Context: an optimization exercise on an open-source flow, tuned for small area. The choices shown serve that exercise and are no tape-out recipe.
At most, simulation tests tie the RTL to the original design; equivalence was not proved.
Function not checked in run 1: the RTL went through the layout flow alone.
No driver is modelled on the clock port, so clocking that relies on it looks cheaper here than on a real chip.
No activity file was given, so power comes from the tool's default toggle rates.

$ cat design/flow/flow/run.sh
#!/bin/bash
# Standard ORFS layout (the standard.sh) with these changes:
#  - the port buffers that buffer_ports inserts use the smallest buffer cell;
#  - after floorplan, combinational cells are swapped for their smallest drive strength
#    (flow/downsize.tcl); the later repair steps upsize where timing needs it;
#  - after clock tree synthesis, the clock buffers that drive registers are made clkbuf_8
#    (flow/cts_leaves.tcl) to keep the register clock slew low.
set -euo pipefail
here=$(pwd)
bash standard.sh "BUFFER_PORTS_ARGS=-buffer_cell sky130_fd_sc_hd__buf_1" \
  "POST_FLOORPLAN_TCL=$here/flow/downsize.tcl" \
  "POST_CTS_TCL=$here/flow/cts_leaves.tcl" finish > standard_flow.log 2>&1
$ cat design/flow/flow/cts_leaves.tcl
# After clock tree synthesis: clock buffers that drive register clock pins are made
# sky130_fd_sc_hd__clkbuf_8, so the clock slew at the registers stays well under the limit.
set n 0
set big [get_lib_cells */sky130_fd_sc_hd__clkbuf_8]
foreach inst [[ord::get_db_block] getInsts] {
  set mname [[$inst getMaster] getName]
  if { ![string match "sky130_fd_sc_hd__clkbuf_*" $mname] } { continue }
  if { $mname == "sky130_fd_sc_hd__clkbuf_8" } { continue }
  set drives_reg 0
  foreach it [$inst getITerms] {
    if { ![$it isOutputSignal] } { continue }
    set net [$it getNet]
    if { $net == "NULL" } { continue }
    foreach load [$net getITerms] {
      if { [[$load getMTerm] getName] == "CLK" } { set drives_reg 1 }
    }
  }
  if { $drives_reg } {
    replace_cell [get_cells [$inst getName]] $big
    incr n
  }
}
puts "cts_leaves: resized $n clock buffers"
if { $n > 0 } {
  detailed_placement
  check_placement -verbose
  estimate_parasitics -placement
}
$ cat design/flow/flow/downsize.tcl
# Swap every combinational cell for the smallest-area cell of the same family and function
# (drive strength only). Registers keep their cells. Later repair steps upsize where timing,
# slew or capacitance call for it.
set dont_use_pats $::env(DONT_USE_CELLS)
proc ds_dont_use { name pats } {
  foreach p $pats {
    if { [string match $p $name] } { return 1 }
  }
  return 0
}
set n_swapped 0
set saved 0.0
foreach inst [get_cells *] {
  set lc [get_lib_cells -of_objects $inst]
  if { $lc == "" } { continue }
  set name [get_name $lc]
  if { ![regexp {^(sky130_fd_sc_hd__[a-z0-9]+)_[0-9]+$} $name -> base] } { continue }
  # registers, latches, taps and fillers keep their cells
  if { [regexp {__(s?df|s?edf|dl|sdl|tap|fill|decap|conb|diode)} $name] } { continue }
  set best $lc
  set best_area [get_property $lc area]
  foreach e [get_lib_cells */${base}_*] {
    set en [get_name $e]
    if { ![regexp {^sky130_fd_sc_hd__[a-z0-9]+_[0-9]+$} $en] } { continue }
    if { [ds_dont_use $en $dont_use_pats] } { continue }
    set a [get_property $e area]
    if { $a < $best_area - 1e-6 && [sta::equiv_cells $lc $e] } {
      set best $e
      set best_area $a
    }
  }
  if { $best != $lc } {
    set saved [expr { $saved + [get_property $lc area] - $best_area }]
    replace_cell $inst $best
    incr n_swapped
  }
}
puts "downsize: swapped $n_swapped cells, saved [format %.1f $saved] um2"
$ cat design/flow/standard.sh
#!/bin/bash
# synth_recipe.tcl (not shown) runs the flow's synth.tcl, then flattens the netlist and writes it again
# the make line also repeats each setting of config.mk as NAME=value (left out here)
make -C /OpenROAD-flow-scripts/flow DESIGN_CONFIG=/design/flow/config.mk WORK_HOME=/design/flow/orfs CLKGATE_MAP_FILE= SYNTH_SCRIPT=/design/flow/synth_recipe.tcl "${@:-finish}"
$ cat design/flow/config.mk
export PLATFORM = sky130hd
export DESIGN_NAME = CF_cross
export DESIGN_NICKNAME = CF_cross
export VERILOG_FILES = /design/flow/design.v
export SDC_FILE = /design/flow/constraint.sdc
export NUM_CORES = 4
export LEC_CHECK = 0
export CAP_MARGIN = 20
export CORE_MARGIN = 2
export CORE_UTILIZATION = 40
export CTS_BUF_LIST = sky130_fd_sc_hd__clkbuf_2 sky130_fd_sc_hd__clkbuf_4
export SLEW_MARGIN = 20
export SYNTH_HIERARCHICAL = 1
$ cat design/flow/constraint.sdc
create_clock -name core_clock -period 7.0 [get_ports {s_axis_video_aclk}]
set_input_delay 1.4000 -clock core_clock [delete_from_list [all_inputs] [get_ports {s_axis_video_aclk}]]
set_output_delay 1.4000 -clock core_clock [all_outputs]
set_load 0.01 [all_outputs]
$ cat design/flow/design.v
`timescale 1ns / 1ps
module CF_cross
  #(
    parameter NPPC = 4,
    parameter DATA_WIDTH = 24,
    parameter POSITION_WIDTH = 12,
    parameter FFT_LENGTH = 64,
    parameter HEIGHT = 2160
    )
   (
    input [NPPC * DATA_WIDTH-1:0]  VIDEO_IN_tdata,
    input 			   VIDEO_IN_tvalid,
    input 			   VIDEO_IN_tuser,
    input 			   VIDEO_IN_tlast,
    output 			   VIDEO_IN_tready,
    input [POSITION_WIDTH - 1 : 0] xStart,
    input [POSITION_WIDTH - 1 : 0] yStart,
    output [NPPC * DATA_WIDTH-1:0] VIDEO_OUT_tdata,
    output 			   VIDEO_OUT_tvalid,
    output 			   VIDEO_OUT_tuser,
    output 			   VIDEO_OUT_tlast,
    input 			   VIDEO_OUT_tready,
    input 			   s_axis_video_aclk,
    input 			   s_axis_video_aresetn
    );
   localparam [11:0] XINV = 12'b010101011111;
   localparam [11:0] YINV = 12'b001010111111;
   reg [11:0] xQ;     
   reg [11:0] yQ;     
   wire [11:0] xD;
   wire [11:0] yD;
   always @(posedge s_axis_video_aclk) begin
      xQ <= xD;
      yQ <= yD;
   end
   wire acc, last, xclr, xclr_n, xc1, xc2, xc3, x23,
        xc4, xc5, xc6, xc7, xc8, xc9, xc10, xc11,
        xt_t0, xt_t1, xt_t2, xt_t3, xt_t4, xt_t5, xt_t6, xt_t7,
        xt_t8, xt_t9, xt_t10, xt_t11, yc1, yc2, yc3, y23,
        yc4, yc5, yc6, yc7, yc8, yc9, yc10, yc11,
        yw_a, yw_b, yw_c, yw, yclr, yclr_p, yt_t0, yt_t1,
        yt_t2, yt_t3, yt_t4, yt_t5, yt_t6, yt_t7, yt_t8, yt_t9,
        yt_t10, yt_t11, xf0_s, xf0_c, xf1_s, xf1_c, xf2_s, xf2_c,
        xf3_s, xf3_c, xL0, xL8, xL15, xq1, xq2, xq3,
        xq4, xq5, xq6, xd0, xe0, xd1, xe1, xd2,
        xe2, xd3, xe3, xd4, xe4, xd5, xe5, xe6,
        xInA, xInB, xIn, yf0_s, yf0_c, yf1_s, yf1_c, yf2_s,
        yf2_c, yf3_s, yf3_c, yf4_s, yf4_c, yf5_s, yf5_c, ym0,
        ym1, yL0, yL63, yLmid, yd0, yd1, yd2, yd3,
        yd4, yd5, yeq0a, yeq0b, yeq0, ynz1, ynz2, ynz3,
        ynz4, ynz5, ynz6, ymm1, ymm2, ymm3, ymm4, ymm5,
        ye1a, ye1b, yeq1, yIn, red0a, red0b, red1a, red1b,
        red2a, red2b, red3a, red3b;
   CF_cross_nand2 g1 (.a(VIDEO_IN_tvalid), .b(VIDEO_OUT_tready), .y(acc));
   CF_cross_nand3 g2 (.a(VIDEO_IN_tvalid), .b(VIDEO_OUT_tready), .c(VIDEO_IN_tlast), .y(last));
   CF_cross_nand2 g3 (.a(s_axis_video_aresetn), .b(last), .y(xclr));
   CF_cross_inv g4 (.a(xclr), .y(xclr_n));
   CF_cross_nor2 g5 (.a(acc), .b(xQ[0]), .y(xc1));
   CF_cross_nor3 g6 (.a(acc), .b(xQ[0]), .c(xQ[1]), .y(xc2));
   CF_cross_nor4 g7 (.a(acc), .b(xQ[0]), .c(xQ[1]), .d(xQ[2]), .y(xc3));
   CF_cross_nor2 g8 (.a(xQ[2]), .b(xQ[3]), .y(x23));
   CF_cross_nand2 g9 (.a(xc2), .b(x23), .y(xc4));
   CF_cross_nor2 g10 (.a(xc4), .b(xQ[4]), .y(xc5));
   CF_cross_nand2 g11 (.a(xc5), .b(xQ[5]), .y(xc6));
   CF_cross_nor2 g12 (.a(xc6), .b(xQ[6]), .y(xc7));
   CF_cross_nand2 g13 (.a(xc7), .b(xQ[7]), .y(xc8));
   CF_cross_nor2 g14 (.a(xc8), .b(xQ[8]), .y(xc9));
   CF_cross_nand2 g15 (.a(xc9), .b(xQ[9]), .y(xc10));
   CF_cross_nor2 g16 (.a(xc10), .b(xQ[10]), .y(xc11));
   CF_cross_xor2 g17 (.a(xQ[0]), .b(acc), .y(xt_t0));
   CF_cross_nand2 g18 (.a(xclr_n), .b(xt_t0), .y(xD[0]));
   CF_cross_xnor2 g19 (.a(xQ[1]), .b(xc1), .y(xt_t1));
   CF_cross_nand2 g20 (.a(xclr_n), .b(xt_t1), .y(xD[1]));
   CF_cross_xnor2 g21 (.a(xQ[2]), .b(xc2), .y(xt_t2));
   CF_cross_nand2 g22 (.a(xclr_n), .b(xt_t2), .y(xD[2]));
   CF_cross_xnor2 g23 (.a(xQ[3]), .b(xc3), .y(xt_t3));
   CF_cross_nand2 g24 (.a(xclr_n), .b(xt_t3), .y(xD[3]));
   CF_cross_xor2 g25 (.a(xQ[4]), .b(xc4), .y(xt_t4));
   CF_cross_nand2 g26 (.a(xclr_n), .b(xt_t4), .y(xD[4]));
   CF_cross_xnor2 g27 (.a(xQ[5]), .b(xc5), .y(xt_t5));
   CF_cross_nor2 g28 (.a(xclr), .b(xt_t5), .y(xD[5]));
   CF_cross_xor2 g29 (.a(xQ[6]), .b(xc6), .y(xt_t6));
   CF_cross_nand2 g30 (.a(xclr_n), .b(xt_t6), .y(xD[6]));
   CF_cross_xnor2 g31 (.a(xQ[7]), .b(xc7), .y(xt_t7));
   CF_cross_nor2 g32 (.a(xclr), .b(xt_t7), .y(xD[7]));
   CF_cross_xor2 g33 (.a(xQ[8]), .b(xc8), .y(xt_t8));
   CF_cross_nand2 g34 (.a(xclr_n), .b(xt_t8), .y(xD[8]));
   CF_cross_xnor2 g35 (.a(xQ[9]), .b(xc9), .y(xt_t9));
   CF_cross_nor2 g36 (.a(xclr), .b(xt_t9), .y(xD[9]));
   CF_cross_xor2 g37 (.a(xQ[10]), .b(xc10), .y(xt_t10));
   CF_cross_nand2 g38 (.a(xclr_n), .b(xt_t10), .y(xD[10]));
   CF_cross_xnor2 g39 (.a(xQ[11]), .b(xc11), .y(xt_t11));
   CF_cross_nor2 g40 (.a(xclr), .b(xt_t11), .y(xD[11]));
   CF_cross_nor2 g41 (.a(last), .b(yQ[0]), .y(yc1));
   CF_cross_nor3 g42 (.a(last), .b(yQ[0]), .c(yQ[1]), .y(yc2));
   CF_cross_nor4 g43 (.a(last), .b(yQ[0]), .c(yQ[1]), .d(yQ[2]), .y(yc3));
   CF_cross_nor2 g44 (.a(yQ[2]), .b(yQ[3]), .y(y23));
   CF_cross_nand2 g45 (.a(yc2), .b(y23), .y(yc4));
   CF_cross_nor2 g46 (.a(yc4), .b(yQ[4]), .y(yc5));
   CF_cross_nor3 g47 (.a(yc4), .b(yQ[4]), .c(yQ[5]), .y(yc6));
   CF_cross_nand2 g48 (.a(yc6), .b(yQ[6]), .y(yc7));
   CF_cross_nor2 g49 (.a(yc7), .b(yQ[7]), .y(yc8));
   CF_cross_nand2 g50 (.a(yc8), .b(yQ[8]), .y(yc9));
   CF_cross_nor2 g51 (.a(yc9), .b(yQ[9]), .y(yc10));
   CF_cross_nand2 g52 (.a(yc10), .b(yQ[10]), .y(yc11));
   CF_cross_nor4 g53 (.a(yc4), .b(yQ[5]), .c(yQ[8]), .d(yQ[10]), .y(yw_a));
   CF_cross_nand4 g54 (.a(yQ[4]), .b(yQ[6]), .c(yQ[7]), .d(yQ[9]), .y(yw_b));
   CF_cross_nand2 g55 (.a(yQ[11]), .b(yw_a), .y(yw_c));
   CF_cross_nor2 g56 (.a(yw_b), .b(yw_c), .y(yw));
   CF_cross_nor3b g57 (.a(VIDEO_IN_tuser), .b(yw), .cn(s_axis_video_aresetn), .y(yclr));
   CF_cross_inv g58 (.a(yclr), .y(yclr_p));
   CF_cross_xor2 g59 (.a(yQ[0]), .b(last), .y(yt_t0));
   CF_cross_nand2 g60 (.a(yclr), .b(yt_t0), .y(yD[0]));
   CF_cross_xnor2 g61 (.a(yQ[1]), .b(yc1), .y(yt_t1));
   CF_cross_nand2 g62 (.a(yclr), .b(yt_t1), .y(yD[1]));
   CF_cross_xnor2 g63 (.a(yQ[2]), .b(yc2), .y(yt_t2));
   CF_cross_nand2 g64 (.a(yclr), .b(yt_t2), .y(yD[2]));
   CF_cross_xnor2 g65 (.a(yQ[3]), .b(yc3), .y(yt_t3));
   CF_cross_nand2 g66 (.a(yclr), .b(yt_t3), .y(yD[3]));
   CF_cross_xor2 g67 (.a(yQ[4]), .b(yc4), .y(yt_t4));
   CF_cross_nand2 g68 (.a(yclr), .b(yt_t4), .y(yD[4]));
   CF_cross_xnor2 g69 (.a(yQ[5]), .b(yc5), .y(yt_t5));
   CF_cross_nand2 g70 (.a(yclr), .b(yt_t5), .y(yD[5]));
   CF_cross_xnor2 g71 (.a(yQ[6]), .b(yc6), .y(yt_t6));
   CF_cross_nor2 g72 (.a(yclr_p), .b(yt_t6), .y(yD[6]));
   CF_cross_xor2 g73 (.a(yQ[7]), .b(yc7), .y(yt_t7));
   CF_cross_nand2 g74 (.a(yclr), .b(yt_t7), .y(yD[7]));
   CF_cross_xnor2 g75 (.a(yQ[8]), .b(yc8), .y(yt_t8));
   CF_cross_nor2 g76 (.a(yclr_p), .b(yt_t8), .y(yD[8]));
   CF_cross_xor2 g77 (.a(yQ[9]), .b(yc9), .y(yt_t9));
   CF_cross_nand2 g78 (.a(yclr), .b(yt_t9), .y(yD[9]));
   CF_cross_xnor2 g79 (.a(yQ[10]), .b(yc10), .y(yt_t10));
   CF_cross_nor2 g80 (.a(yclr_p), .b(yt_t10), .y(yD[10]));
   CF_cross_xor2 g81 (.a(yQ[11]), .b(yc11), .y(yt_t11));
   CF_cross_nor2 g82 (.a(yclr_p), .b(yt_t11), .y(yD[11]));
   CF_cross_ha g83 (.a(xStart[2]), .b(xQ[0]), .s(xf0_s), .co(xf0_c));
   CF_cross_fa g84 (.a(xStart[3]), .b(xQ[1]), .ci(xf0_c), .s(xf1_s), .co(xf1_c));
   CF_cross_fa g85 (.a(xStart[4]), .b(xQ[2]), .ci(xf1_c), .s(xf2_s), .co(xf2_c));
   CF_cross_fa g86 (.a(xStart[5]), .b(xQ[3]), .ci(xf2_c), .s(xf3_s), .co(xf3_c));
   CF_cross_nand4 g87 (.a(xf0_s), .b(xf1_s), .c(xf2_s), .d(xf3_s), .y(xL0));
   CF_cross_nand4b g88 (.an(xf3_s), .b(xf0_s), .c(xf1_s), .d(xf2_s), .y(xL8));
   CF_cross_nor4 g89 (.a(xf0_s), .b(xf1_s), .c(xf2_s), .d(xf3_s), .y(xL15));
   CF_cross_nand2 g90 (.a(xf3_c), .b(xQ[4]), .y(xq1));
   CF_cross_nor2 g91 (.a(xq1), .b(xQ[5]), .y(xq2));
   CF_cross_nand2 g92 (.a(xq2), .b(xQ[6]), .y(xq3));
   CF_cross_nor2 g93 (.a(xq3), .b(xQ[7]), .y(xq4));
   CF_cross_nand2 g94 (.a(xq4), .b(xQ[8]), .y(xq5));
   CF_cross_nor2 g95 (.a(xq5), .b(xQ[9]), .y(xq6));
   CF_cross_xor2 g96 (.a(xQ[4]), .b(xStart[6]), .y(xd0));
   CF_cross_xnor2 g97 (.a(xd0), .b(xf3_c), .y(xe0));
   CF_cross_xor2 g98 (.a(xQ[5]), .b(xStart[7]), .y(xd1));
   CF_cross_xnor2 g99 (.a(xd1), .b(xq1), .y(xe1));
   CF_cross_xor2 g100 (.a(xQ[6]), .b(xStart[8]), .y(xd2));
   CF_cross_xnor2 g101 (.a(xd2), .b(xq2), .y(xe2));
   CF_cross_xor2 g102 (.a(xQ[7]), .b(xStart[9]), .y(xd3));
   CF_cross_xnor2 g103 (.a(xd3), .b(xq3), .y(xe3));
   CF_cross_xor2 g104 (.a(xQ[8]), .b(xStart[10]), .y(xd4));
   CF_cross_xnor2 g105 (.a(xd4), .b(xq4), .y(xe4));
   CF_cross_xor2 g106 (.a(xQ[9]), .b(xStart[11]), .y(xd5));
   CF_cross_xnor2 g107 (.a(xd5), .b(xq5), .y(xe5));
   CF_cross_xnor2 g108 (.a(xQ[10]), .b(xq6), .y(xe6));
   CF_cross_nor4 g109 (.a(xe0), .b(xe1), .c(xe2), .d(xe3), .y(xInA));
   CF_cross_nor4 g110 (.a(xe4), .b(xe5), .c(xe6), .d(xQ[11]), .y(xInB));
   CF_cross_nand2 g111 (.a(xInA), .b(xInB), .y(xIn));
   CF_cross_ha g112 (.a(yStart[0]), .b(yQ[0]), .s(yf0_s), .co(yf0_c));
   CF_cross_fa g113 (.a(yStart[1]), .b(yQ[1]), .ci(yf0_c), .s(yf1_s), .co(yf1_c));
   CF_cross_fa g114 (.a(yStart[2]), .b(yQ[2]), .ci(yf1_c), .s(yf2_s), .co(yf2_c));
   CF_cross_fa g115 (.a(yStart[3]), .b(yQ[3]), .ci(yf2_c), .s(yf3_s), .co(yf3_c));
   CF_cross_fa g116 (.a(yStart[4]), .b(yQ[4]), .ci(yf3_c), .s(yf4_s), .co(yf4_c));
   CF_cross_fa g117 (.a(yStart[5]), .b(yQ[5]), .ci(yf4_c), .s(yf5_s), .co(yf5_c));
   CF_cross_nand4 g118 (.a(yf1_s), .b(yf2_s), .c(yf3_s), .d(yf4_s), .y(ym0));
   CF_cross_or4 g119 (.a(yf1_s), .b(yf2_s), .c(yf3_s), .d(yf4_s), .y(ym1));
   CF_cross_nand3b g120 (.an(ym0), .b(yf0_s), .c(yf5_s), .y(yL0));
   CF_cross_nor3 g121 (.a(ym1), .b(yf0_s), .c(yf5_s), .y(yL63));
   CF_cross_mux2i g122 (.a0(ym0), .a1(ym1), .s(yf5_s), .y(yLmid));
   CF_cross_xor2 g123 (.a(yQ[6]), .b(yStart[6]), .y(yd0));
   CF_cross_xnor2 g124 (.a(yQ[7]), .b(yStart[7]), .y(yd1));
   CF_cross_xor2 g125 (.a(yQ[8]), .b(yStart[8]), .y(yd2));
   CF_cross_xnor2 g126 (.a(yQ[9]), .b(yStart[9]), .y(yd3));
   CF_cross_xor2 g127 (.a(yQ[10]), .b(yStart[10]), .y(yd4));
   CF_cross_xor2 g128 (.a(yQ[11]), .b(yStart[11]), .y(yd5));
   CF_cross_nor3 g129 (.a(yd0), .b(yd1), .c(yd2), .y(yeq0a));
   CF_cross_nor3 g130 (.a(yd3), .b(yd4), .c(yd5), .y(yeq0b));
   CF_cross_nand2 g131 (.a(yeq0a), .b(yeq0b), .y(yeq0));
   CF_cross_inv g132 (.a(yQ[6]), .y(ynz1));
   CF_cross_nand2 g133 (.a(ynz1), .b(yQ[7]), .y(ynz2));
   CF_cross_nor2 g134 (.a(ynz2), .b(yQ[8]), .y(ynz3));
   CF_cross_nand2 g135 (.a(ynz3), .b(yQ[9]), .y(ynz4));
   CF_cross_nor2 g136 (.a(ynz4), .b(yQ[10]), .y(ynz5));
   CF_cross_nor2b g137 (.a(yQ[11]), .bn(ynz5), .y(ynz6));
   CF_cross_xor2 g138 (.a(yd1), .b(ynz1), .y(ymm1));
   CF_cross_xnor2 g139 (.a(yd2), .b(ynz2), .y(ymm2));
   CF_cross_xor2 g140 (.a(yd3), .b(ynz3), .y(ymm3));
   CF_cross_xnor2 g141 (.a(yd4), .b(ynz4), .y(ymm4));
   CF_cross_xor2 g142 (.a(yd5), .b(ynz5), .y(ymm5));
   CF_cross_nor4 g143 (.a(ymm1), .b(ymm2), .c(ymm3), .d(ymm4), .y(ye1a));
   CF_cross_nor2 g144 (.a(ymm5), .b(ynz6), .y(ye1b));
   CF_cross_nand3 g145 (.a(yd0), .b(ye1a), .c(ye1b), .y(yeq1));
   CF_cross_mux2i g146 (.a0(yeq0), .a1(yeq1), .s(yf5_c), .y(yIn));
   wire rAn, rBn, e0n, e15n;
   CF_cross_red red (.xIn(~xIn), .xL0(~xL0), .xL8(~xL8), .xL15(xL15),
                     .yIn(yIn), .yL0(~yL0), .yL63(yL63), .yLmid(yLmid),
                     .rAn(rAn), .rBn(rBn), .e0n(e0n), .e15n(e15n));
   CF_cross_nand3 g147 (.a(rAn), .b(rBn), .c(e0n), .y(red0a));
   CF_cross_nor2b g148 (.a(red0a), .bn(VIDEO_IN_tdata[0]), .y(VIDEO_OUT_tdata[0]));
   CF_cross_nor2b g149 (.a(red0a), .bn(VIDEO_IN_tdata[1]), .y(VIDEO_OUT_tdata[1]));
   CF_cross_nor2b g150 (.a(red0a), .bn(VIDEO_IN_tdata[2]), .y(VIDEO_OUT_tdata[2]));
   CF_cross_nor2b g151 (.a(red0a), .bn(VIDEO_IN_tdata[3]), .y(VIDEO_OUT_tdata[3]));
   CF_cross_nor2b g152 (.a(red0a), .bn(VIDEO_IN_tdata[4]), .y(VIDEO_OUT_tdata[4]));
   CF_cross_nor2b g153 (.a(red0a), .bn(VIDEO_IN_tdata[5]), .y(VIDEO_OUT_tdata[5]));
   CF_cross_nor2b g154 (.a(red0a), .bn(VIDEO_IN_tdata[6]), .y(VIDEO_OUT_tdata[6]));
   CF_cross_nor2b g155 (.a(red0a), .bn(VIDEO_IN_tdata[7]), .y(VIDEO_OUT_tdata[7]));
   CF_cross_nor2b g156 (.a(red0a), .bn(VIDEO_IN_tdata[8]), .y(VIDEO_OUT_tdata[8]));
   CF_cross_nor2b g157 (.a(red0a), .bn(VIDEO_IN_tdata[9]), .y(VIDEO_OUT_tdata[9]));
   CF_cross_nor2b g158 (.a(red0a), .bn(VIDEO_IN_tdata[10]), .y(VIDEO_OUT_tdata[10]));
   CF_cross_nor2b g159 (.a(red0a), .bn(VIDEO_IN_tdata[11]), .y(VIDEO_OUT_tdata[11]));
   CF_cross_nand3 g160 (.a(rAn), .b(rBn), .c(e0n), .y(red0b));
   CF_cross_nor2b g161 (.a(red0b), .bn(VIDEO_IN_tdata[12]), .y(VIDEO_OUT_tdata[12]));
   CF_cross_nor2b g162 (.a(red0b), .bn(VIDEO_IN_tdata[13]), .y(VIDEO_OUT_tdata[13]));
   CF_cross_nor2b g163 (.a(red0b), .bn(VIDEO_IN_tdata[14]), .y(VIDEO_OUT_tdata[14]));
   CF_cross_nor2b g164 (.a(red0b), .bn(VIDEO_IN_tdata[15]), .y(VIDEO_OUT_tdata[15]));
   CF_cross_or2 g165 (.a(VIDEO_IN_tdata[16]), .b(red0b), .y(VIDEO_OUT_tdata[16]));
   CF_cross_or2 g166 (.a(VIDEO_IN_tdata[17]), .b(red0b), .y(VIDEO_OUT_tdata[17]));
   CF_cross_or2 g167 (.a(VIDEO_IN_tdata[18]), .b(red0b), .y(VIDEO_OUT_tdata[18]));
   CF_cross_or2 g168 (.a(VIDEO_IN_tdata[19]), .b(red0b), .y(VIDEO_OUT_tdata[19]));
   CF_cross_or2 g169 (.a(VIDEO_IN_tdata[20]), .b(red0b), .y(VIDEO_OUT_tdata[20]));
   CF_cross_or2 g170 (.a(VIDEO_IN_tdata[21]), .b(red0b), .y(VIDEO_OUT_tdata[21]));
   CF_cross_or2 g171 (.a(VIDEO_IN_tdata[22]), .b(red0b), .y(VIDEO_OUT_tdata[22]));
   CF_cross_or2 g172 (.a(VIDEO_IN_tdata[23]), .b(red0b), .y(VIDEO_OUT_tdata[23]));
   CF_cross_nand2 g173 (.a(rAn), .b(rBn), .y(red1a));
   CF_cross_nor2b g174 (.a(red1a), .bn(VIDEO_IN_tdata[24]), .y(VIDEO_OUT_tdata[24]));
   CF_cross_nor2b g175 (.a(red1a), .bn(VIDEO_IN_tdata[25]), .y(VIDEO_OUT_tdata[25]));
   CF_cross_nor2b g176 (.a(red1a), .bn(VIDEO_IN_tdata[26]), .y(VIDEO_OUT_tdata[26]));
   CF_cross_nor2b g177 (.a(red1a), .bn(VIDEO_IN_tdata[27]), .y(VIDEO_OUT_tdata[27]));
   CF_cross_nor2b g178 (.a(red1a), .bn(VIDEO_IN_tdata[28]), .y(VIDEO_OUT_tdata[28]));
   CF_cross_nor2b g179 (.a(red1a), .bn(VIDEO_IN_tdata[29]), .y(VIDEO_OUT_tdata[29]));
   CF_cross_nor2b g180 (.a(red1a), .bn(VIDEO_IN_tdata[30]), .y(VIDEO_OUT_tdata[30]));
   CF_cross_nor2b g181 (.a(red1a), .bn(VIDEO_IN_tdata[31]), .y(VIDEO_OUT_tdata[31]));
   CF_cross_nor2b g182 (.a(red1a), .bn(VIDEO_IN_tdata[32]), .y(VIDEO_OUT_tdata[32]));
   CF_cross_nor2b g183 (.a(red1a), .bn(VIDEO_IN_tdata[33]), .y(VIDEO_OUT_tdata[33]));
   CF_cross_nor2b g184 (.a(red1a), .bn(VIDEO_IN_tdata[34]), .y(VIDEO_OUT_tdata[34]));
   CF_cross_nor2b g185 (.a(red1a), .bn(VIDEO_IN_tdata[35]), .y(VIDEO_OUT_tdata[35]));
   CF_cross_nand2 g186 (.a(rAn), .b(rBn), .y(red1b));
   CF_cross_nor2b g187 (.a(red1b), .bn(VIDEO_IN_tdata[36]), .y(VIDEO_OUT_tdata[36]));
   CF_cross_nor2b g188 (.a(red1b), .bn(VIDEO_IN_tdata[37]), .y(VIDEO_OUT_tdata[37]));
   CF_cross_nor2b g189 (.a(red1b), .bn(VIDEO_IN_tdata[38]), .y(VIDEO_OUT_tdata[38]));
   CF_cross_nor2b g190 (.a(red1b), .bn(VIDEO_IN_tdata[39]), .y(VIDEO_OUT_tdata[39]));
   CF_cross_or2 g191 (.a(VIDEO_IN_tdata[40]), .b(red1b), .y(VIDEO_OUT_tdata[40]));
   CF_cross_or2 g192 (.a(VIDEO_IN_tdata[41]), .b(red1b), .y(VIDEO_OUT_tdata[41]));
   CF_cross_or2 g193 (.a(VIDEO_IN_tdata[42]), .b(red1b), .y(VIDEO_OUT_tdata[42]));
   CF_cross_or2 g194 (.a(VIDEO_IN_tdata[43]), .b(red1b), .y(VIDEO_OUT_tdata[43]));
   CF_cross_or2 g195 (.a(VIDEO_IN_tdata[44]), .b(red1b), .y(VIDEO_OUT_tdata[44]));
   CF_cross_or2 g196 (.a(VIDEO_IN_tdata[45]), .b(red1b), .y(VIDEO_OUT_tdata[45]));
   CF_cross_or2 g197 (.a(VIDEO_IN_tdata[46]), .b(red1b), .y(VIDEO_OUT_tdata[46]));
   CF_cross_or2 g198 (.a(VIDEO_IN_tdata[47]), .b(red1b), .y(VIDEO_OUT_tdata[47]));
   CF_cross_nand2 g199 (.a(rAn), .b(rBn), .y(red2a));
   CF_cross_nor2b g200 (.a(red2a), .bn(VIDEO_IN_tdata[48]), .y(VIDEO_OUT_tdata[48]));
   CF_cross_nor2b g201 (.a(red2a), .bn(VIDEO_IN_tdata[49]), .y(VIDEO_OUT_tdata[49]));
   CF_cross_nor2b g202 (.a(red2a), .bn(VIDEO_IN_tdata[50]), .y(VIDEO_OUT_tdata[50]));
   CF_cross_nor2b g203 (.a(red2a), .bn(VIDEO_IN_tdata[51]), .y(VIDEO_OUT_tdata[51]));
   CF_cross_nor2b g204 (.a(red2a), .bn(VIDEO_IN_tdata[52]), .y(VIDEO_OUT_tdata[52]));
   CF_cross_nor2b g205 (.a(red2a), .bn(VIDEO_IN_tdata[53]), .y(VIDEO_OUT_tdata[53]));
   CF_cross_nor2b g206 (.a(red2a), .bn(VIDEO_IN_tdata[54]), .y(VIDEO_OUT_tdata[54]));
   CF_cross_nor2b g207 (.a(red2a), .bn(VIDEO_IN_tdata[55]), .y(VIDEO_OUT_tdata[55]));
   CF_cross_nor2b g208 (.a(red2a), .bn(VIDEO_IN_tdata[56]), .y(VIDEO_OUT_tdata[56]));
   CF_cross_nor2b g209 (.a(red2a), .bn(VIDEO_IN_tdata[57]), .y(VIDEO_OUT_tdata[57]));
   CF_cross_nor2b g210 (.a(red2a), .bn(VIDEO_IN_tdata[58]), .y(VIDEO_OUT_tdata[58]));
   CF_cross_nor2b g211 (.a(red2a), .bn(VIDEO_IN_tdata[59]), .y(VIDEO_OUT_tdata[59]));
   CF_cross_nand2 g212 (.a(rAn), .b(rBn), .y(red2b));
   CF_cross_nor2b g213 (.a(red2b), .bn(VIDEO_IN_tdata[60]), .y(VIDEO_OUT_tdata[60]));
   CF_cross_nor2b g214 (.a(red2b), .bn(VIDEO_IN_tdata[61]), .y(VIDEO_OUT_tdata[61]));
   CF_cross_nor2b g215 (.a(red2b), .bn(VIDEO_IN_tdata[62]), .y(VIDEO_OUT_tdata[62]));
   CF_cross_nor2b g216 (.a(red2b), .bn(VIDEO_IN_tdata[63]), .y(VIDEO_OUT_tdata[63]));
   CF_cross_or2 g217 (.a(VIDEO_IN_tdata[64]), .b(red2b), .y(VIDEO_OUT_tdata[64]));
   CF_cross_or2 g218 (.a(VIDEO_IN_tdata[65]), .b(red2b), .y(VIDEO_OUT_tdata[65]));
   CF_cross_or2 g219 (.a(VIDEO_IN_tdata[66]), .b(red2b), .y(VIDEO_OUT_tdata[66]));
   CF_cross_or2 g220 (.a(VIDEO_IN_tdata[67]), .b(red2b), .y(VIDEO_OUT_tdata[67]));
   CF_cross_or2 g221 (.a(VIDEO_IN_tdata[68]), .b(red2b), .y(VIDEO_OUT_tdata[68]));
   CF_cross_or2 g222 (.a(VIDEO_IN_tdata[69]), .b(red2b), .y(VIDEO_OUT_tdata[69]));
   CF_cross_or2 g223 (.a(VIDEO_IN_tdata[70]), .b(red2b), .y(VIDEO_OUT_tdata[70]));
   CF_cross_or2 g224 (.a(VIDEO_IN_tdata[71]), .b(red2b), .y(VIDEO_OUT_tdata[71]));
   CF_cross_nand3 g225 (.a(rAn), .b(rBn), .c(e15n), .y(red3a));
   CF_cross_nor2b g226 (.a(red3a), .bn(VIDEO_IN_tdata[72]), .y(VIDEO_OUT_tdata[72]));
   CF_cross_nor2b g227 (.a(red3a), .bn(VIDEO_IN_tdata[73]), .y(VIDEO_OUT_tdata[73]));
   CF_cross_nor2b g228 (.a(red3a), .bn(VIDEO_IN_tdata[74]), .y(VIDEO_OUT_tdata[74]));
   CF_cross_nor2b g229 (.a(red3a), .bn(VIDEO_IN_tdata[75]), .y(VIDEO_OUT_tdata[75]));
   CF_cross_nor2b g230 (.a(red3a), .bn(VIDEO_IN_tdata[76]), .y(VIDEO_OUT_tdata[76]));
   CF_cross_nor2b g231 (.a(red3a), .bn(VIDEO_IN_tdata[77]), .y(VIDEO_OUT_tdata[77]));
   CF_cross_nor2b g232 (.a(red3a), .bn(VIDEO_IN_tdata[78]), .y(VIDEO_OUT_tdata[78]));
   CF_cross_nor2b g233 (.a(red3a), .bn(VIDEO_IN_tdata[79]), .y(VIDEO_OUT_tdata[79]));
   CF_cross_nor2b g234 (.a(red3a), .bn(VIDEO_IN_tdata[80]), .y(VIDEO_OUT_tdata[80]));
   CF_cross_nor2b g235 (.a(red3a), .bn(VIDEO_IN_tdata[81]), .y(VIDEO_OUT_tdata[81]));
   CF_cross_nor2b g236 (.a(red3a), .bn(VIDEO_IN_tdata[82]), .y(VIDEO_OUT_tdata[82]));
   CF_cross_nor2b g237 (.a(red3a), .bn(VIDEO_IN_tdata[83]), .y(VIDEO_OUT_tdata[83]));
   CF_cross_nand3 g238 (.a(rAn), .b(rBn), .c(e15n), .y(red3b));
   CF_cross_nor2b g239 (.a(red3b), .bn(VIDEO_IN_tdata[84]), .y(VIDEO_OUT_tdata[84]));
   CF_cross_nor2b g240 (.a(red3b), .bn(VIDEO_IN_tdata[85]), .y(VIDEO_OUT_tdata[85]));
   CF_cross_nor2b g241 (.a(red3b), .bn(VIDEO_IN_tdata[86]), .y(VIDEO_OUT_tdata[86]));
   CF_cross_nor2b g242 (.a(red3b), .bn(VIDEO_IN_tdata[87]), .y(VIDEO_OUT_tdata[87]));
   CF_cross_or2 g243 (.a(VIDEO_IN_tdata[88]), .b(red3b), .y(VIDEO_OUT_tdata[88]));
   CF_cross_or2 g244 (.a(VIDEO_IN_tdata[89]), .b(red3b), .y(VIDEO_OUT_tdata[89]));
   CF_cross_or2 g245 (.a(VIDEO_IN_tdata[90]), .b(red3b), .y(VIDEO_OUT_tdata[90]));
   CF_cross_or2 g246 (.a(VIDEO_IN_tdata[91]), .b(red3b), .y(VIDEO_OUT_tdata[91]));
   CF_cross_or2 g247 (.a(VIDEO_IN_tdata[92]), .b(red3b), .y(VIDEO_OUT_tdata[92]));
   CF_cross_or2 g248 (.a(VIDEO_IN_tdata[93]), .b(red3b), .y(VIDEO_OUT_tdata[93]));
   CF_cross_or2 g249 (.a(VIDEO_IN_tdata[94]), .b(red3b), .y(VIDEO_OUT_tdata[94]));
   CF_cross_or2 g250 (.a(VIDEO_IN_tdata[95]), .b(red3b), .y(VIDEO_OUT_tdata[95]));
   assign VIDEO_OUT_tvalid = VIDEO_IN_tvalid;
   assign VIDEO_OUT_tuser = VIDEO_IN_tuser;
   assign VIDEO_OUT_tlast = VIDEO_IN_tlast;
   assign VIDEO_IN_tready = VIDEO_OUT_tready;
endmodule
module CF_cross_red
  (
   input  xIn, xL0, xL8, xL15,
   input  yIn, yL0, yL63, yLmid,
   output rAn, rBn, e0n, e15n
   );
   assign rAn = ~((xIn & xL8) | (yIn & yLmid));
   assign rBn = ~(xIn & yIn & (yL0 | yL63));
   assign e0n  = ~(xIn & yIn & xL0);
   assign e15n = ~(xIn & yIn & xL15);
endmodule
module CF_cross_fa (input a, input b, input ci, output s, output co);
   assign {co, s} = a + b + ci;
endmodule
module CF_cross_ha (input a, input b, output s, output co);
   assign {co, s} = a + b;
endmodule
module CF_cross_inv (input a, output y);
   assign y = ~a;
endmodule
module CF_cross_mux2i (input a0, input a1, input s, output y);
   assign y = ~(s ? a1 : a0);
endmodule
module CF_cross_nand2 (input a, input b, output y);
   assign y = ~(a & b);
endmodule
module CF_cross_nand3 (input a, input b, input c, output y);
   assign y = ~(a & b & c);
endmodule
module CF_cross_nand3b (input an, input b, input c, output y);
   assign y = ~(~an & b & c);
endmodule
module CF_cross_nand4 (input a, input b, input c, input d, output y);
   assign y = ~(a & b & c & d);
endmodule
module CF_cross_nand4b (input an, input b, input c, input d, output y);
   assign y = ~(~an & b & c & d);
endmodule
module CF_cross_nor2 (input a, input b, output y);
   assign y = ~(a | b);
endmodule
module CF_cross_nor2b (input a, input bn, output y);
   assign y = ~a & bn;
endmodule
module CF_cross_nor3 (input a, input b, input c, output y);
   assign y = ~(a | b | c);
endmodule
module CF_cross_nor3b (input a, input b, input cn, output y);
   assign y = ~a & ~b & cn;
endmodule
module CF_cross_nor4 (input a, input b, input c, input d, output y);
   assign y = ~(a | b | c | d);
endmodule
module CF_cross_or2 (input a, input b, output y);
   assign y = a | b;
endmodule
module CF_cross_or4 (input a, input b, input c, input d, output y);
   assign y = a | b | c | d;
endmodule
module CF_cross_xnor2 (input a, input b, output y);
   assign y = ~(a ^ b);
endmodule
module CF_cross_xor2 (input a, input b, output y);
   assign y = a ^ b;
endmodule
==> results.cfg, run 1 <==
[outcome]
outcome = finished clean

[timing]
rsz0062_at_grt = true
maxSlewHeadroom_pct = 30.8
timing.hold.ws_ps = 539
setup_viol = 0
clock_skew_ps = 0.718
fmax_mhz = 146
fin_crit_ps = 6830
fin_crit_sh_pct = 97.5
worstMarginPinSlew_ps = 1040
hold_viol = 0
drv_slew = 0

[synthesis]
synthXorXnorAreaFrac_pct = 15.2
synth-compound-area-share_pct = 0.725
ys_seq_area_share_pct = 17.4
ys_ff_latch = 24
yosysWarningCount = 7
synthAdderAreaFrac_pct = 6.71
synth_cell_types = 22
synth_edf_count = 0
synth_top_family_by_area = simple AND/OR/NAND/NOR gates
synth_cells = 286
ys.flop_type = dfxtp_1
synthTopCellsByCount = nor2b_4 (65), nand2_1 (38), or2_1 (32), nor2_1 (26), xnor2_1 (25)
synth-async-reset-ratio_pct = 0
synth_top_area_cell = nor2b_4
synth_top_area_share_pct = 32.4
yosys-top-cells-area = nor2b_4 (32%), dfxtp_1 (17%), xnor2_1 (7.9%), xor2_1 (7.3%), or2_1 (7.3%)
syn_nets = 422
synth_most_common_cell = nor2b_4
syn-mean-instance-area_sq_um = 9.65
synth.mux.area_fraction_pct = 0.725
synth_simple_gate_area_share_pct = 57.2
synth_area_sq_um = 2760

[cts]
cts.sinks = 24
clk_latency_ps = 290
clkSlewWorstSetupHoldPaths_ps = 80
tritoncts = done

[critical_path]
rr_startpoint = yQ[0]
ff2ff_setup_slack_ps = 4840
cpMostUsedCell = fa_1
r2r-end = yQ[10]
worst_path_largest_cell_delay_ps = 540
critical_path_required_ps = 5600
critPathKind = in -> out
slowest_stage = o211ai_1
worstPathArrival_ps = 5430
reg2regPathDepth = 8
end_kind = output port
crit_fanout = 12
cp-start-kind = input pin
path_cells = buf_1 -> ha_1 -> fa_1 -> fa_1 -> fa_1 -> fa_1 -> fa_1 -> nand3b_1 -> inv_1 -> o211ai_1 -> nand3_1 -> or2_1 -> buf_1

[global_routing]
grt_antenna_before_repair = 1
grt_max_degree = 15
track_usage_pct = 18.5
grt_pass1_wl_um = 11200
grt_pass1_vias = 2281
grt_overflow = 0

[placed_design]
dp_hpwl_um = 6710
port_buffers = 223
placed_cell_area_sq_um = 3100
gp_congestion = 0.810

[power]
ir_worst_vdd_mv = 0.0907
cellLeakagePower_nw = 1.17
power_density_nw_per_um2 = 116

[detailed_routing]
routed_wl_um = 7830
num_vias = 2686
first_pass_iters = 4
wl_met2_um = 3740
dr.first_iter.drc_count = 55
vias_per_cell = 4.54
top_layer_used = met4
wl_met1_um = 3440
routed-wl-met3_um = 570
drc = 0
post_drt_wl_per_cell_um = 13.2
ant_nets = 0

[layout]
area_delta_synth_final_pct = 15.1
finalNetCount = 647
final_cell_area_sq_um = 3180
drive_gt1_share_pct = 1.18

[worst_hold_path]
hp-start = xQ[11]
whs_path_depth = 2
hold_path.class = reg -> reg
min_to = xQ[11]

[floorplan]
core.rowCount = 30
dieWidth_um = 87.1
die-area_sq_um = 7580
ios = 226
coreArea_sq_um = 6720
initial_utilization_pct = 41.1
die_h_um = 87.1

[flow_run]
cap_violations = 0
final cells by class:
| cell class | instances | area [sq um] |
|---|---|---|
| timing repair buffer | 224 | 845 |
| inverter | 7 | 26.3 |
| clock inverter | 1 | 30.0 |
| clock buffer | 3 | 35.0 |
| antenna | 1 | 2.50 |
| tap | 80 | 100 |
| fill | 743 | 3540 |
| multi-input combinational | 251 | 1660 |
| sequential | 24 | 480 |
cell families after synthesis:
group / after synthesis
adders and majority gates: 10
xor gates and xnor gates: 48
buffers and inverters: 11
AOI/OAI and AO/OA: 2
DFF: 24
and+or+nand+nor: 189
muxes: 2
power by group:
part,switching [W],total (W),internal (W)
sequential,0.00000128,0.000138,0.000137
clock,0.0000452,0.000116,0.0000705
combinational,0.0000612,0.000113,0.0000522
total,0.000108,0.000368,0.000260
Yosys stat by module (local to each module, per instance), a selection:
| module | area [sq um] | copies in the design |
|---|---|---|
| CF_cross | 526 | 1 |
| CF_cross_red | 30.0 | 1 |
| CF_cross_fa | 20.0 | 8 |
| CF_cross_nor2b | 13.8 | 65 |
| CF_cross_ha | 12.5 | 2 |
| CF_cross_nor3 | 10.0 | 6 |
| CF_cross_nand4b | 8.76 | 1 |
| CF_cross_xor2 | 8.76 | 23 |
| CF_cross_or4 | 7.51 | 1 |
| CF_cross_nand3b | 7.51 | 1 |
| CF_cross_or2 | 6.26 | 32 |
| CF_cross_nor2 | 3.75 | 26 |
| CF_cross_inv | 3.75 | 3 |
worst max path at each step:
| stage | startpoint | endpoint | slack [ps] | depth (start not counted) |
|---|---|---|---|---|
| 6_report | yStart[0] | VIDEO_OUT_tdata[90] | 170 | 13 |
| 5_1_grt | yStart[0] | VIDEO_OUT_tdata[90] | -40 | 13 |
| 3_5_place_dp | yStart[0] | VIDEO_OUT_tdata[9] | 170 | 13 |
| 3_3_place_gp | yStart[0] | VIDEO_OUT_tdata[9] | 240 | 13 |
| 2_1_floorplan | yStart[0] | VIDEO_OUT_tdata[0] | 290 | 11 |
stage by stage:
| step | TNS [ps] | cells | total power (W) | utilization, % | setup slack [ps] |
|---|---|---|---|---|---|
| 3_5_place_dp | 0 | 586 | 0.000255 | 46.2 | 174 |
| 2_1_floorplan | 0 | 286 | 0.000224 | - | 291 |
| 6_report | 0 | 591 | 0.000368 | 47.3 | 172 |
| 5_1_grt | -281 | 590 | 0.000389 | 47.2 | -39.6 |
| 3_3_place_gp | 0 | 586 | 0.000254 | 46.2 | 235 |
state kept, by name (all words and copies together), names as in the netlist:
register	cells
xQ	12
yQ	12
routing by layer:
metal  track usage, %  up-vias
met5                0        -
met4             4.40        0
met3             3.60        6
met2             30.5       92
met1             24.8     1241
li1                 -     1347
placed cells by master, fill, tap and decap left out:
cell type / count
dfxtp_1: 24
nand3_2: 1
clkbuf_4: 1
ha_1: 2
nor4_1: 7
nor3_1: 6
o211ai_1: 1
nand3_1: 7
or2_1: 32
diode_2: 1
buf_1: 223
or4_1: 1
nand4b_1: 1
nor3b_1: 1
mux2i_1: 2
inv_1: 7
bufinv_16: 1
nand4_1: 3
nand3b_1: 1
nor2_1: 26
xnor2_1: 25
nor2b_1: 65
nand2_1: 38
xor2_1: 23
fa_1: 8
a22oi_1: 1
clkbuf_8: 2
buf_4: 1
worst max-delay path: cells and delay by family:
family,cells,cell delay [ps]
compound gates,1,540
fa+ha+maj,6,2260
buf+inv,3,270
simple gates,3,950
==> run 2: changes to the inputs <==
--- a/design/flow/design.v
+++ b/design/flow/design.v
@@ -35,12 +35,12 @@
    end
    wire acc, last, xclr, xclr_n, xc1, xc2, xc3, x23,
         xc4, xc5, xc6, xc7, xc8, xc9, xc10, xc11,
-        xt_t0, xt_t1, xt_t2, xt_t3, xt_t4, xt_t5, xt_t6, xt_t7,
-        xt_t8, xt_t9, xt_t10, xt_t11, yc1, yc2, yc3, y23,
+        xt_b0, xt_t1, xt_t2, xt_t3, xt_b4, xt_b5, xt_b6, xt_b7,
+        xt_b8, xt_b9, xt_b10, xt_t11, yc1, yc2, yc3, y23,
         yc4, yc5, yc6, yc7, yc8, yc9, yc10, yc11,
-        yw_a, yw_b, yw_c, yw, yclr, yclr_p, yt_t0, yt_t1,
-        yt_t2, yt_t3, yt_t4, yt_t5, yt_t6, yt_t7, yt_t8, yt_t9,
-        yt_t10, yt_t11, xf0_s, xf0_c, xf1_s, xf1_c, xf2_s, xf2_c,
+        yw_a, yw_b, yw_c, yw, yclr, yclr_p, yt_b0, yt_t1,
+        yt_t2, yt_t3, yt_b4, yt_t5, yt_b6, yt_b7, yt_b8, yt_b9,
+        yt_b10, yt_t11, xf0_s, xf0_c, xf1_s, xf1_c, xf2_s, xf2_c,
         xf3_s, xf3_c, xL0, xL8, xL15, xq1, xq2, xq3,
         xq4, xq5, xq6, xd0, xe0, xd1, xe1, xd2,
         xe2, xd3, xe3, xd4, xe4, xd5, xe5, xe6,
@@ -67,28 +67,28 @@
    CF_cross_nor2 g14 (.a(xc8), .b(xQ[8]), .y(xc9));
    CF_cross_nand2 g15 (.a(xc9), .b(xQ[9]), .y(xc10));
    CF_cross_nor2 g16 (.a(xc10), .b(xQ[10]), .y(xc11));
-   CF_cross_xor2 g17 (.a(xQ[0]), .b(acc), .y(xt_t0));
-   CF_cross_nand2 g18 (.a(xclr_n), .b(xt_t0), .y(xD[0]));
+   CF_cross_a21oi g17 (.a1(acc), .a2(xQ[0]), .b1(xclr), .y(xt_b0));
+   CF_cross_nand2b g18 (.an(xc1), .b(xt_b0), .y(xD[0]));
    CF_cross_xnor2 g19 (.a(xQ[1]), .b(xc1), .y(xt_t1));
    CF_cross_nand2 g20 (.a(xclr_n), .b(xt_t1), .y(xD[1]));
    CF_cross_xnor2 g21 (.a(xQ[2]), .b(xc2), .y(xt_t2));
    CF_cross_nand2 g22 (.a(xclr_n), .b(xt_t2), .y(xD[2]));
    CF_cross_xnor2 g23 (.a(xQ[3]), .b(xc3), .y(xt_t3));
    CF_cross_nand2 g24 (.a(xclr_n), .b(xt_t3), .y(xD[3]));
-   CF_cross_xor2 g25 (.a(xQ[4]), .b(xc4), .y(xt_t4));
-   CF_cross_nand2 g26 (.a(xclr_n), .b(xt_t4), .y(xD[4]));
-   CF_cross_xnor2 g27 (.a(xQ[5]), .b(xc5), .y(xt_t5));
-   CF_cross_nor2 g28 (.a(xclr), .b(xt_t5), .y(xD[5]));
-   CF_cross_xor2 g29 (.a(xQ[6]), .b(xc6), .y(xt_t6));
-   CF_cross_nand2 g30 (.a(xclr_n), .b(xt_t6), .y(xD[6]));
-   CF_cross_xnor2 g31 (.a(xQ[7]), .b(xc7), .y(xt_t7));
-   CF_cross_nor2 g32 (.a(xclr), .b(xt_t7), .y(xD[7]));
-   CF_cross_xor2 g33 (.a(xQ[8]), .b(xc8), .y(xt_t8));
-   CF_cross_nand2 g34 (.a(xclr_n), .b(xt_t8), .y(xD[8]));
-   CF_cross_xnor2 g35 (.a(xQ[9]), .b(xc9), .y(xt_t9));
-   CF_cross_nor2 g36 (.a(xclr), .b(xt_t9), .y(xD[9]));
-   CF_cross_xor2 g37 (.a(xQ[10]), .b(xc10), .y(xt_t10));
-   CF_cross_nand2 g38 (.a(xclr_n), .b(xt_t10), .y(xD[10]));
+   CF_cross_a21oi g25 (.a1(xc4), .a2(xQ[4]), .b1(xclr), .y(xt_b4));
+   CF_cross_nand2b g26 (.an(xc5), .b(xt_b4), .y(xD[4]));
+   CF_cross_o21ai g27 (.a1(xc5), .a2(xQ[5]), .b1(xclr_n), .y(xt_b5));
+   CF_cross_nor2b g28 (.a(xt_b5), .bn(xc6), .y(xD[5]));
+   CF_cross_a21oi g29 (.a1(xc6), .a2(xQ[6]), .b1(xclr), .y(xt_b6));
+   CF_cross_nand2b g30 (.an(xc7), .b(xt_b6), .y(xD[6]));
+   CF_cross_o21ai g31 (.a1(xc7), .a2(xQ[7]), .b1(xclr_n), .y(xt_b7));
+   CF_cross_nor2b g32 (.a(xt_b7), .bn(xc8), .y(xD[7]));
+   CF_cross_a21oi g33 (.a1(xc8), .a2(xQ[8]), .b1(xclr), .y(xt_b8));
+   CF_cross_nand2b g34 (.an(xc9), .b(xt_b8), .y(xD[8]));
+   CF_cross_o21ai g35 (.a1(xc9), .a2(xQ[9]), .b1(xclr_n), .y(xt_b9));
+   CF_cross_nor2b g36 (.a(xt_b9), .bn(xc10), .y(xD[9]));
+   CF_cross_a21oi g37 (.a1(xc10), .a2(xQ[10]), .b1(xclr), .y(xt_b10));
+   CF_cross_nand2b g38 (.an(xc11), .b(xt_b10), .y(xD[10]));
    CF_cross_xnor2 g39 (.a(xQ[11]), .b(xc11), .y(xt_t11));
    CF_cross_nor2 g40 (.a(xclr), .b(xt_t11), .y(xD[11]));
    CF_cross_nor2 g41 (.a(last), .b(yQ[0]), .y(yc1));
@@ -109,28 +109,28 @@
    CF_cross_nor2 g56 (.a(yw_b), .b(yw_c), .y(yw));
    CF_cross_nor3b g57 (.a(VIDEO_IN_tuser), .b(yw), .cn(s_axis_video_aresetn), .y(yclr));
    CF_cross_inv g58 (.a(yclr), .y(yclr_p));
-   CF_cross_xor2 g59 (.a(yQ[0]), .b(last), .y(yt_t0));
-   CF_cross_nand2 g60 (.a(yclr), .b(yt_t0), .y(yD[0]));
+   CF_cross_a21oi g59 (.a1(last), .a2(yQ[0]), .b1(yclr_p), .y(yt_b0));
+   CF_cross_nand2b g60 (.an(yc1), .b(yt_b0), .y(yD[0]));
    CF_cross_xnor2 g61 (.a(yQ[1]), .b(yc1), .y(yt_t1));
    CF_cross_nand2 g62 (.a(yclr), .b(yt_t1), .y(yD[1]));
    CF_cross_xnor2 g63 (.a(yQ[2]), .b(yc2), .y(yt_t2));
    CF_cross_nand2 g64 (.a(yclr), .b(yt_t2), .y(yD[2]));
    CF_cross_xnor2 g65 (.a(yQ[3]), .b(yc3), .y(yt_t3));
    CF_cross_nand2 g66 (.a(yclr), .b(yt_t3), .y(yD[3]));
-   CF_cross_xor2 g67 (.a(yQ[4]), .b(yc4), .y(yt_t4));
-   CF_cross_nand2 g68 (.a(yclr), .b(yt_t4), .y(yD[4]));
+   CF_cross_a21oi g67 (.a1(yc4), .a2(yQ[4]), .b1(yclr_p), .y(yt_b4));
+   CF_cross_nand2b g68 (.an(yc5), .b(yt_b4), .y(yD[4]));
    CF_cross_xnor2 g69 (.a(yQ[5]), .b(yc5), .y(yt_t5));
    CF_cross_nand2 g70 (.a(yclr), .b(yt_t5), .y(yD[5]));
-   CF_cross_xnor2 g71 (.a(yQ[6]), .b(yc6), .y(yt_t6));
-   CF_cross_nor2 g72 (.a(yclr_p), .b(yt_t6), .y(yD[6]));
-   CF_cross_xor2 g73 (.a(yQ[7]), .b(yc7), .y(yt_t7));
-   CF_cross_nand2 g74 (.a(yclr), .b(yt_t7), .y(yD[7]));
-   CF_cross_xnor2 g75 (.a(yQ[8]), .b(yc8), .y(yt_t8));
-   CF_cross_nor2 g76 (.a(yclr_p), .b(yt_t8), .y(yD[8]));
-   CF_cross_xor2 g77 (.a(yQ[9]), .b(yc9), .y(yt_t9));
-   CF_cross_nand2 g78 (.a(yclr), .b(yt_t9), .y(yD[9]));
-   CF_cross_xnor2 g79 (.a(yQ[10]), .b(yc10), .y(yt_t10));
-   CF_cross_nor2 g80 (.a(yclr_p), .b(yt_t10), .y(yD[10]));
+   CF_cross_o21ai g71 (.a1(yc6), .a2(yQ[6]), .b1(yclr), .y(yt_b6));
+   CF_cross_nor2b g72 (.a(yt_b6), .bn(yc7), .y(yD[6]));
+   CF_cross_a21oi g73 (.a1(yc7), .a2(yQ[7]), .b1(yclr_p), .y(yt_b7));
+   CF_cross_nand2b g74 (.an(yc8), .b(yt_b7), .y(yD[7]));
+   CF_cross_o21ai g75 (.a1(yc8), .a2(yQ[8]), .b1(yclr), .y(yt_b8));
+   CF_cross_nor2b g76 (.a(yt_b8), .bn(yc9), .y(yD[8]));
+   CF_cross_a21oi g77 (.a1(yc9), .a2(yQ[9]), .b1(yclr_p), .y(yt_b9));
+   CF_cross_nand2b g78 (.an(yc10), .b(yt_b9), .y(yD[9]));
+   CF_cross_o21ai g79 (.a1(yc10), .a2(yQ[10]), .b1(yclr), .y(yt_b10));
+   CF_cross_nor2b g80 (.a(yt_b10), .bn(yc11), .y(yD[10]));
    CF_cross_xor2 g81 (.a(yQ[11]), .b(yc11), .y(yt_t11));
    CF_cross_nor2 g82 (.a(yclr_p), .b(yt_t11), .y(yD[11]));
    CF_cross_ha g83 (.a(xStart[2]), .b(xQ[0]), .s(xf0_s), .co(xf0_c));
@@ -321,6 +321,9 @@
    assign e0n  = ~(xIn & yIn & xL0);
    assign e15n = ~(xIn & yIn & xL15);
 endmodule
+module CF_cross_a21oi (input a1, input a2, input b1, output y);
+   assign y = ~((a1 & a2) | b1);
+endmodule
 module CF_cross_fa (input a, input b, input ci, output s, output co);
    assign {co, s} = a + b + ci;
 endmodule
@@ -336,6 +339,9 @@
 module CF_cross_nand2 (input a, input b, output y);
    assign y = ~(a & b);
 endmodule
+module CF_cross_nand2b (input an, input b, output y);
+   assign y = an | ~b;
+endmodule
 module CF_cross_nand3 (input a, input b, input c, output y);
    assign y = ~(a & b & c);
 endmodule
@@ -363,6 +369,9 @@
 module CF_cross_nor4 (input a, input b, input c, input d, output y);
    assign y = ~(a | b | c | d);
 endmodule
+module CF_cross_o21ai (input a1, input a2, input b1, output y);
+   assign y = ~((a1 | a2) & b1);
+endmodule
 module CF_cross_or2 (input a, input b, output y);
    assign y = a | b;
 endmodule
--- a/design/flow/flow/cts_leaves.tcl
+++ b/design/flow/flow/cts_leaves.tcl
@@ -1,5 +1,6 @@
 # After clock tree synthesis: clock buffers that drive register clock pins are made
-# sky130_fd_sc_hd__clkbuf_8, so the clock slew at the registers stays well under the limit.
+# sky130_fd_sc_hd__clkbuf_8, so the clock slew at the registers stays well under the limit,
+# and the dummy loads CTS adds for balancing are removed.
 set n 0
 set big [get_lib_cells */sky130_fd_sc_hd__clkbuf_8]
 foreach inst [[ord::get_db_block] getInsts] {
@@ -21,6 +22,16 @@
   }
 }
 puts "cts_leaves: resized $n clock buffers"
+# dummy loads that CTS added to balance the clock tree are removed
+set nd 0
+foreach inst [[ord::get_db_block] getInsts] {
+  if { [string match "clkload*" [$inst getName]] } {
+    odb::dbInst_destroy $inst
+    incr nd
+  }
+}
+puts "cts_leaves: removed $nd dummy loads"
+if { $nd > 0 } { incr n }
 if { $n > 0 } {
   detailed_placement
   check_placement -verbose
--- a/design/flow/config.mk
+++ b/design/flow/config.mk
@@ -9,5 +9,6 @@
 export CORE_MARGIN = 2
 export CORE_UTILIZATION = 40
 export CTS_BUF_LIST = sky130_fd_sc_hd__clkbuf_2 sky130_fd_sc_hd__clkbuf_4
+export GPL_TIMING_DRIVEN = 0
 export SLEW_MARGIN = 20
 export SYNTH_HIERARCHICAL = 1
==> run 2 against run 1 <==
- critical path type unchanged
- synthesized cell count stayed put
- still clean on timing, DRC and antenna
- critical path depth shrank 1
- combinational power increased by 4%
- sequential share of layout area hardly changed
- cell area barely moved
- hold slack got worse by 0.56 ps
- largest cell class unchanged
- routed wire length increased by 9.0%
- total power down 11%
==> results.cfg, run 2 <==
[outcome]
outcome = finished clean

[layout]
mostFrequentLayoutCells = buf_1 (227), nor2b_1 (71), or2_1 (32), nand2_1 (29), dfxtp_1 (24)
antenna-diode-count = 0
drive_gt1_share_pct = 1.36
mostFrequentLayoutCell = buf_1
reg_top3 = xQ x12, yQ x12
area_delta_synth_final_pct = 12.6
finalNetCount = 653

[critical_path]
crit_fanout = 12
rr_startpoint = yQ[1]
worstPathArrival_ps = 5310
cp-start-kind = input pin
critPathKind = in -> out
crit_start = yStart[0]
end_kind = output port
critical_path_required_ps = 5600

[synthesis]
synth_top_family_by_area = simple AND/OR/NAND/NOR gates
synth-compound-area-share_pct = 4.57
ys_seq_area_share_pct = 17.0
synth_top_area_cell = nor2b_4
yosysWarningCount = 7
syn-mean-instance-area_sq_um = 9.86
synth_simple_gate_area_share_pct = 58.9
synth_area_sq_um = 2820
synthAdderAreaFrac_pct = 6.57
synth-async-reset-ratio_pct = 0
synth_cell_types = 25
syn_nets = 422
synth_cells = 286
synthTopCellsByCount = nor2b_4 (71), or2_1 (32), nand2_1 (29), dfxtp_1 (24), nor2_1 (20)
ys.flop_type = dfxtp_1
synth_edf_count = 0
ys_ff_latch = 24
yosys-top-cells-area = nor2b_4 (35%), dfxtp_1 (17%), or2_1 (7.1%), xnor2_1 (5.9%), fa_1 (5.7%)
synth_most_common_cell = nor2b_4
synth_top_area_share_pct = 34.6
synthXorXnorAreaFrac_pct = 10.2
synth.mux.area_fraction_pct = 0.710

[timing]
final.setup.tns_ps = 0
setup_viol = 0
maxSlewHeadroom_pct = 40.2
timing.hold.ws_ps = 538
fin_crit_sh_pct = 95.8
worstMarginPinSlew_ps = 896
rsz0062_at_grt = false
clock_skew_ps = 5.40
drv_slew = 0
hold_viol = 0
fin_crit_ps = 6710
fmax_mhz = 149

[global_routing]
grt_max_degree = 13
grt_pass1_vias = 2355
grt_antenna_before_repair = 0
grt_pass1_wl_um = 11800
track_usage_pct = 19.6
grt_overflow = 0

[detailed_routing]
num_vias = 2706
vias_per_cell = 4.43
ant_nets = 0
first_pass_iters = 4
drc = 0
post_drt_wl_per_cell_um = 14.0
routed_wl_um = 8530
dr.first_iter.drc_count = 123

[placed_design]
gp_congestion = 0.780
dp_hpwl_um = 7350
port_buffers = 223

[floorplan]
ios = 226
initial_utilization_pct = 41.5
die_h_um = 88.0
die-area_sq_um = 7740
coreArea_sq_um = 6790
core.rowCount = 30
dieWidth_um = 88.0

[power]
power_density_nw_per_um2 = 103
ir_worst_vdd_mv = 0.103
cellLeakagePower_nw = 1.16

[cts]
tritoncts = done
clkSlewWorstSetupHoldPaths_ps = 80
cts.sinks = 24
clk_latency_ps = 280

[worst_hold_path]
hold_path.class = reg -> reg
hp-start = xQ[11]

[flow_run]
cap_violations = 0
-- run 2: cell types whose count changed after synthesis, moves of 9 or more --
cell and change:
xor2_1 -9, nand2b_1 +9, nand2_1 -9, a21oi_2 +9
-- run 2: through the flow --
step	power [W]	cells	instance area [sq um]	utilization (%)	setup slack (ps)
final	0.000327	611	3170	46.7	291
after global routing	0.000348	611	3170	46.7	44.8
after detailed placement	0.000257	605	3110	45.8	24.5
after global placement	0.000257	605	3110	45.8	20.9
after floorplan	0.000224	286	2820	-	291
-- run 2: kinds of logic (layout without fill, tap and decap cells) --
kind of cell / Yosys count / in the layout
simple gates: 189 / 189
xor+xnor: 33 / 33
flops: 24 / 24
compound gates: 17 / 17
buf+inv: 11 / 240
fa+ha+maj: 10 / 10
mux: 2 / 2
-- run 2: worst max-delay path, stage by stage --
cell     delay, ps
buf_1           70
ha_1           200
fa_1           390
fa_1           400
fa_1           390
fa_1           390
fa_1           560
mux2i_1        110
a22oi_2        400
nand3_1        420
nor2b_1        380
buf_1          190
-- run 2: report_power, final --
| part | total (W) | switching, W | internal [W] |
|---|---|---|---|
| registers | 0.000138 | 0.000000968 | 0.000137 |
| logic | 0.000117 | 0.0000642 | 0.0000526 |
| clock network | 0.0000721 | 0.0000397 | 0.0000325 |
-- run 2: worst paths after layout --
check	cells after the start	to	slack (ps)
max	12	VIDEO_OUT_tdata[8]	290
max reg2reg	9	yQ[7]	4780
min reg2reg	2	xQ[11]	540
min	2	xQ[11]	540
-- run 2: per-layer routing --
metal | track usage, % | vias to the layer above | part of all wire, %
met5 | 0 | - | 0
met4 | 3.08 | 0 | 0.62
met3 | 3.30 | 4 | 7.3
met2 | 32.0 | 92 | 48
met1 | 27.7 | 1233 | 44
li1 | - | 1377 | -
-- run 2: layout make-up --
type	instances	area (sq um)
sequential	24	480
fill	723	3620
timing repair buffer	226	860
inverter	7	26.3
multi-input combinational	251	1640
tap	96	120
clock buffer	3	35.0
buffer	4	15.0
-- run 2: per-module statistics from Yosys (local to each module, per instance), excerpt --
| module | flops+latches | cells |
|---|---|---|
| CF_cross_red | 0 | 4 |
| CF_cross_fa | 0 | 1 |
| CF_cross_nor2b | 0 | 1 |
| CF_cross_ha | 0 | 1 |
| CF_cross_xor2 | 0 | 1 |
| CF_cross_or4 | 0 | 1 |
| CF_cross_nand4 | 0 | 1 |
| CF_cross_nand2b | 0 | 1 |
| CF_cross_or2 | 0 | 1 |
| CF_cross_nand3 | 0 | 1 |

==> what the ideal ports hide <==
In the flow no input, the clock included, has a driving cell. The finished layouts below were timed again as built, in two steps.
Step 1 (the two cells are an assumption about what drives the block):
set clk [get_ports {s_axis_video_aclk}]
set_driving_cell -lib_cell sky130_fd_sc_hd__clkbuf_16 $clk
set_driving_cell -lib_cell sky130_fd_sc_hd__buf_2 [delete_from_list [all_inputs] $clk]
Step 2 adds t to the input delays and takes it off the output delays; t is the mean of the earliest and latest rising clock arrival at the registers after step 1. Input paths then give back, and output paths get back, about the clock's delay inside the block.
Three values: ideal ports, drivers, drivers and shift; two values: the first two.
run	t (ns)	setup WS [ns]	clock arrival spread, ns
run 1	0.312	0.172 / 0.148 / 0.148	0.001 / 0.001
run 2	0.296	0.291 / 0.256 / 0.256	0.006 / 0.006
After both steps setup and hold are still met in every run listed. For run 2, which loses most, drivers alone change the setup slack by -0.035 ns; drivers and shift together by -0.035 ns.
